What follows belongs to an exercise in optimizing a design on an open flow for small area and a short achievable clock period; a production flow would make more cautious choices. In this exercise RTL edits were held to simulation tests only and were not proved equivalent to the original. Power is estimated from default activity; no workload was simulated.

Setup of alpha:
Design mary_top, start of the top module:
module mary_top(
  input         clock,
  input         reset,
  input         io_reset,
  input  [31:0] io_instr,
  output [4:0]  io_addr,
  output [31:0] io_out
);
export LEC_CHECK = 0
export CAP_MARGIN = 40
export CORE_MARGIN = 2
export CORE_UTILIZATION = 30
export SLEW_MARGIN = 40
create_clock -name core_clock -period 12.0 [get_ports {clock}]
standard.sh (not shown) runs the stock make flow with config.mk's settings and CLKGATE_MAP_FILE= SYNTH_SCRIPT=/design/flow/synth_recipe.tcl, a recipe that flattens the netlist after the stock synthesis.
==> flow/flow/run.sh <==
#!/bin/bash
set -euo pipefail
bash standard.sh \
  CORE_UTILIZATION=40 \
  SLEW_MARGIN=20 CAP_MARGIN=20 \
  SETUP_SLACK_MARGIN=8.0 \
  CTS_ARGS="-sink_clustering_enable -sink_clustering_size 30 -repair_clock_nets -dont_use_dummy_load" \
  finish > standard.log 2>&1
alpha: PASS, flow complete, no timing, DRC or antenna violations
What beta does differently from alpha at the input level:
==> flow/flow/run.sh <==
#!/bin/bash
set -euo pipefail
bash standard.sh \
  CORE_UTILIZATION=40 \
  SLEW_MARGIN=20 CAP_MARGIN=20 \
  SETUP_SLACK_MARGIN=8.2 \
  CTS_ARGS="-sink_clustering_enable -repair_clock_nets -dont_use_dummy_load" \
  finish > standard.log 2>&1
--- outcome ---
- Measured against each other, alpha and beta differ in peak fanout along the critical path, the higher figure coming from alpha.
- beta: final period utilization is 0.52 points lower than what alpha reported.
- As far as power in the clock group is concerned, alpha and beta perform about the same.
- Number of gates on the worst path with buffers counted, alpha and beta: higher on beta
- alpha → beta: worst hold slack went up 0.013 ns, buffer and inverter count on the worst path went up 3.

========
Setup of run A:
mary_top, a different RTL version from the one above (not shown whole).
Size in the first run: roughly 1300 flip-flops, roughly 72 I/O pins, ~43000 sq um of cells after synthesis.
## mary_top
module mary_top(
  input         clock,
  input         reset,
  input         io_reset,
  input  [31:0] io_instr,
  output [4:0]  io_addr,
  output [31:0] io_out
);
  reg  [1:0]    ph;
  reg  [4:0]    addr;
  reg  [4:0]    t;
  reg  [1:0]    ta1;
  reg  [3:0]    ta2;
  reg  [7:0]    ta3;
  reg  [15:0]   ta4;
  reg  [1023:0] ring;
  reg  [31:0]   vld;
  reg  [31:0]   opa;
  reg  [31:0]   opb;
  reg  [31:0]   res;         
  reg  [31:0]   out;         
  reg  [4:0]    prd;
  reg           pend;
  reg  [7:0]    wen;         
  reg           c_add, c_sll, c_slt, c_sltu, c_x, c_g, c_srl;
  reg           c_cin, c_sra, c_left;
  assign io_addr = addr;
  assign io_out  = out;
  wire [6:0] opcode = io_instr[6:0];
  wire [2:0] f3     = io_instr[14:12];
  wire [6:0] f7     = io_instr[31:25];
  wire [4:0] rs1    = io_instr[19:15];
  wire [4:0] rs2    = io_instr[24:20];
  wire last  = (ph == 2'd3) | io_reset;
  wire rd_ph = ~ph[1];                       
  wire use_imm = ~opcode[5];
  reg  [4:0]  tr [0:15];
  reg  [15:0] ok, hit_a, hit_b;
  integer j;
  always @* begin
    for (j = 0; j < 16; j = j + 1) begin
      tr[j] = {ta4[j], ta3[j % 8], ta2[j % 4], ta1[j % 2], t[0]};
      ok[j] = rd_ph & vld[2*j] & ~(pend & (prd == tr[j]));
      hit_a[j] = (rs1 == tr[j]) & ok[j];
      hit_b[j] = (rs2 == tr[j]) & ~use_imm & ok[j];
    end
  end
  wire [4:0] t_nx = reset ? 5'd0 : t + 5'd1;
  reg  [1:0]  ta1_nx;
  reg  [3:0]  ta2_nx;
  reg  [7:0]  ta3_nx;
  reg  [15:0] ta4_nx;
  reg  [4:0]  r_nx;
  always @* begin
    for (j = 0; j < 16; j = j + 1) begin
      r_nx = {j[3:0], 1'b0} - t_nx;
      if (j < 2) ta1_nx[j] = r_nx[1];
      if (j < 4) ta2_nx[j] = r_nx[2];
      if (j < 8) ta3_nx[j] = r_nx[3];
      ta4_nx[j] = r_nx[4];
    end
  end
  wire byp_a   = pend & (rs1 == prd);
  wire byp_b   = pend & (rs2 == prd);
  wire cap_a   = rd_ph & (rs1[0] == t[0]);    
  wire cap_b   = rd_ph & (rs2[0] == t[0]) & ~use_imm;
  wire imm_b   = (ph == 2'd1) & use_imm;
  wire [31:0] imm = {{20{io_instr[31]}}, io_instr[31:20]};
  reg  [31:0] nxt_a, nxt_b;
  always @* begin
  ...
export LEC_CHECK = 0
export CAP_MARGIN = 40
export CORE_MARGIN = 2
export CORE_UTILIZATION = 30
export SLEW_MARGIN = 40
create_clock -name core_clock -period 12.0 [get_ports {clock}]
==> flow/flow/run.sh <==
#!/bin/bash
set -euo pipefail
bash standard.sh \
  CORE_UTILIZATION=40 \
  SLEW_MARGIN=20 CAP_MARGIN=20 \
  SETUP_SLACK_MARGIN=8.1 \
  CTS_ARGS="-sink_clustering_enable -sink_clustering_size 25 -sink_clustering_max_diameter 120 -repair_clock_nets -dont_use_dummy_load" \
  finish > standard.log 2>&1
Run A closes out successfully: all stages finished, all timing, DRC and antenna checks passed.
Edits applied to the flow inputs when going from run A to run C:
--- a/flow/flow/run.sh
+++ b/flow/flow/run.sh
@@ -4 +4 @@
-  CORE_UTILIZATION=40 \
+  CORE_UTILIZATION=45 \
@@ -6 +6 @@
-  SETUP_SLACK_MARGIN=8.1 \
+  SETUP_SLACK_MARGIN=8.0 \
==> comparison <==
Run C did not stop at any stage, and its layout met the timing, design-rule and antenna checks. Compared with run A, in run C setup slack now sits higher, number of clock buffers inserted by TritonCTS now sits higher. Run C and run A ended up with roughly the same layout buffering overhead excluding clock cells. Delta (run C minus run A): critical path data required time went down, global-route usage over all layers rose by 3.0 points, post-route core utilization now larger.

========
job 101:
Starting RTL as in the previous note.
Settings: LEC_CHECK=0, CAP_MARGIN=40, CORE_MARGIN=2, CORE_UTILIZATION=30, SLEW_MARGIN=40; clock period 12.0 ns.
==> flow/flow/run.sh <==
#!/bin/bash
set -euo pipefail
bash standard.sh \
  CORE_UTILIZATION=40 \
  SLEW_MARGIN=20 CAP_MARGIN=20 \
  SETUP_SLACK_MARGIN=7.8 \
  CTS_ARGS="-sink_clustering_enable -sink_clustering_size 25 -sink_clustering_max_diameter 120 -repair_clock_nets -dont_use_dummy_load" \
  finish > standard.log 2>&1
Per the final summary, job 101 finished and its layout is clean on timing, DRC and antenna.
What job 102 does differently from job 101 at the input level:
--- a/flow/flow/run.sh
+++ b/flow/flow/run.sh
@@ -6 +6 @@
-  SETUP_SLACK_MARGIN=7.8 \
+  SETUP_SLACK_MARGIN=8.0 \
==> notes.md <==
- Cmp job 102 vs job 101: antenna diode count lower in job 102
- From job 101 to job 102 the numbers moved as follows: worst hold slack fell 0.022 ns, share of the final layout cell area in sequential cells has decreased, area after detailed placement saw an increase, cell area after layout +about 0.7%.
- Of job 101 and job 102, the lower power after layout belongs to job 101.
- Job 102 vs job 101, share of the clock period used by the worst path went down by 1.7 points.
- Job 102 completed every stage of the flow, and the final layout passed the timing, design-rule and antenna checks.
- As far as routability-driven placement congestion ratio is concerned, job 102 and job 101 perform about the same.
Relative to job 102, the following input files were edited for job 103:
--- a/flow/flow/run.sh
+++ b/flow/flow/run.sh
@@ -7 +7 @@
-  CTS_ARGS="-sink_clustering_enable -sink_clustering_size 25 -sink_clustering_max_diameter 120 -repair_clock_nets -dont_use_dummy_load" \
+  CTS_ARGS="-sink_clustering_enable -sink_clustering_size 30 -sink_clustering_max_diameter 100 -repair_clock_nets -dont_use_dummy_load" \
Notes after the runs:
- Between job 102 and job 103, the later-pin clock latency in the skew report is higher for job 102.
- Delta (job 103 minus job 102): final instance area lower; global routing usage summed across all routing layers fell by 0.32 points; non-clock buffer count decreased by 3 relative to the old numbers; maximum fanout along the worst path now smaller.
- The endpoint arrival time on the critical path of job 103 exceeds that of job 102 by 0.07 ns.
- Wire: job 103 routes less than job 102
- Changes observed in job 103 relative to job 102: final standard cell utilization of the core now sits lower; post-route worst hold slack now larger.
Input changes introduced in job 104 (baseline for comparison: job 103):
==> flow/flow/run.sh <==
#!/bin/bash
set -euo pipefail
bash standard.sh \
  CORE_UTILIZATION=50 \
  SLEW_MARGIN=10 CAP_MARGIN=10 \
  SETUP_SLACK_MARGIN=8.0 \
  CTS_ARGS="-sink_clustering_enable -sink_clustering_size 25 -sink_clustering_max_diameter 120 -repair_clock_nets -dont_use_dummy_load" \
  finish > standard.log 2>&1
Results
- Job 103 has lower portion of total power attributed to combinational logic than job 104.
- Job 103 -> job 104: final instance area increased slightly
- Job 104 vs job 103: overall routed net length up by a few percent

========
## run a
mary_top, a different RTL version from the one above (not shown whole).
For scale: ~3500 cells after synthesis, ~1200 flip-flops, ~72 I/O pins, roughly 42000 µm² of cells after synthesis.
clock: 12.0 ns
lec_check: 0
cap_margin: 40
core_margin: 2
core_utilization: 30
slew_margin: 40
==> flow/flow/run.sh <==
#!/bin/bash
set -euo pipefail
bash standard.sh \
  CORE_UTILIZATION=40 \
  SLEW_MARGIN=20 CAP_MARGIN=20 \
  SETUP_SLACK_MARGIN=8.0 \
  CTS_ARGS="-sink_clustering_enable -sink_clustering_size 25 -sink_clustering_max_diameter 120 -repair_clock_nets -dont_use_dummy_load" \
  finish > standard.log 2>&1
diff inputs: run a => run b
diff --git a/flow/flow/run.sh b/flow/flow/run.sh
--- a/flow/flow/run.sh
+++ b/flow/flow/run.sh
@@ -4 +4 @@
-  CORE_UTILIZATION=40 \
+  CORE_UTILIZATION=45 \
### Flow results
- On delay contributed by the slowest stage of the critical path, the higher figure sits with run a, not run b.
- The lower shortest clock period the worst path allows after layout of run b and run a is in run b.
- Going from run a to run b, sequential share of layout area went up 0.38 points; half-perimeter wire length after detailed placement went down 970 µm; initial antenna violation count went up 4; net switching power went down 0.022 mW.
- Re count of flip-flops with a built-in enable after synthesis: no difference whatsoever between run b and run a.

[separate check: timing with driven ports]
No port has a modelled driver above. Below, the same layouts with a new extraction and two added sets of constraints. Step 1 (the two cells are an assumption about what drives the block):
set clk [get_ports {clock}]
set_driving_cell -lib_cell sky130_fd_sc_hd__clkbuf_16 $clk
set_driving_cell -lib_cell sky130_fd_sc_hd__buf_2 [delete_from_list [all_inputs] $clk]
Step 2, shift: input delay + t, output delay - t, t = (earliest + latest rising clock arrival at the registers) / 2. This alone moves slack from input paths to output paths. a / b / c = ideal ports / drivers / drivers and shift; a / b = the first two.
run | shift t [ns] | slack for setup (ns) | worst setup path after step 2 | latest minus earliest clock arrival (ns) | worst data-port slew with drivers (ns)
alpha | 0.746 | 7.959 / 7.978 / 7.257 | input to register | 0.083 / 0.083 | 0.04
beta | 0.760 | 8.021 / 8.066 / 7.306 | input to register | 0.050 / 0.051 | 0.08
run A of note 2 | 0.724 | 8.006 / 8.053 / 7.329 | input to register | 0.064 / 0.064 | 0.06
run C of note 2 | 0.720 | 8.029 / 8.000 / 7.356 | input to register | 0.076 / 0.076 | 0.06
job 101 | 0.724 | 7.846 / 7.892 / 7.177 | input to register | 0.045 / 0.045 | 0.05
job 102 | 0.728 | 8.047 / 8.017 / 7.362 | input to register | 0.095 / 0.095 | 0.08
job 103 | 0.698 | 7.970 / 7.999 / 7.314 | input to register | 0.060 / 0.060 | 0.08
job 104 | 0.712 | 7.987 / 7.974 / 7.319 | input to register | 0.031 / 0.030 | 0.05
run a of note 4 | 0.754 | 8.009 / 7.978 / 7.283 | input to register | 0.055 / 0.055 | 0.05
run b of note 4 | 0.696 | 8.021 / 7.999 / 7.357 | input to register | 0.051 / 0.050 | 0.06
After both steps setup and hold are still met in every run listed. The setup slack of run a of note 4, which loses most, moves by -0.031 ns with the drivers and by -0.726 ns with both steps.
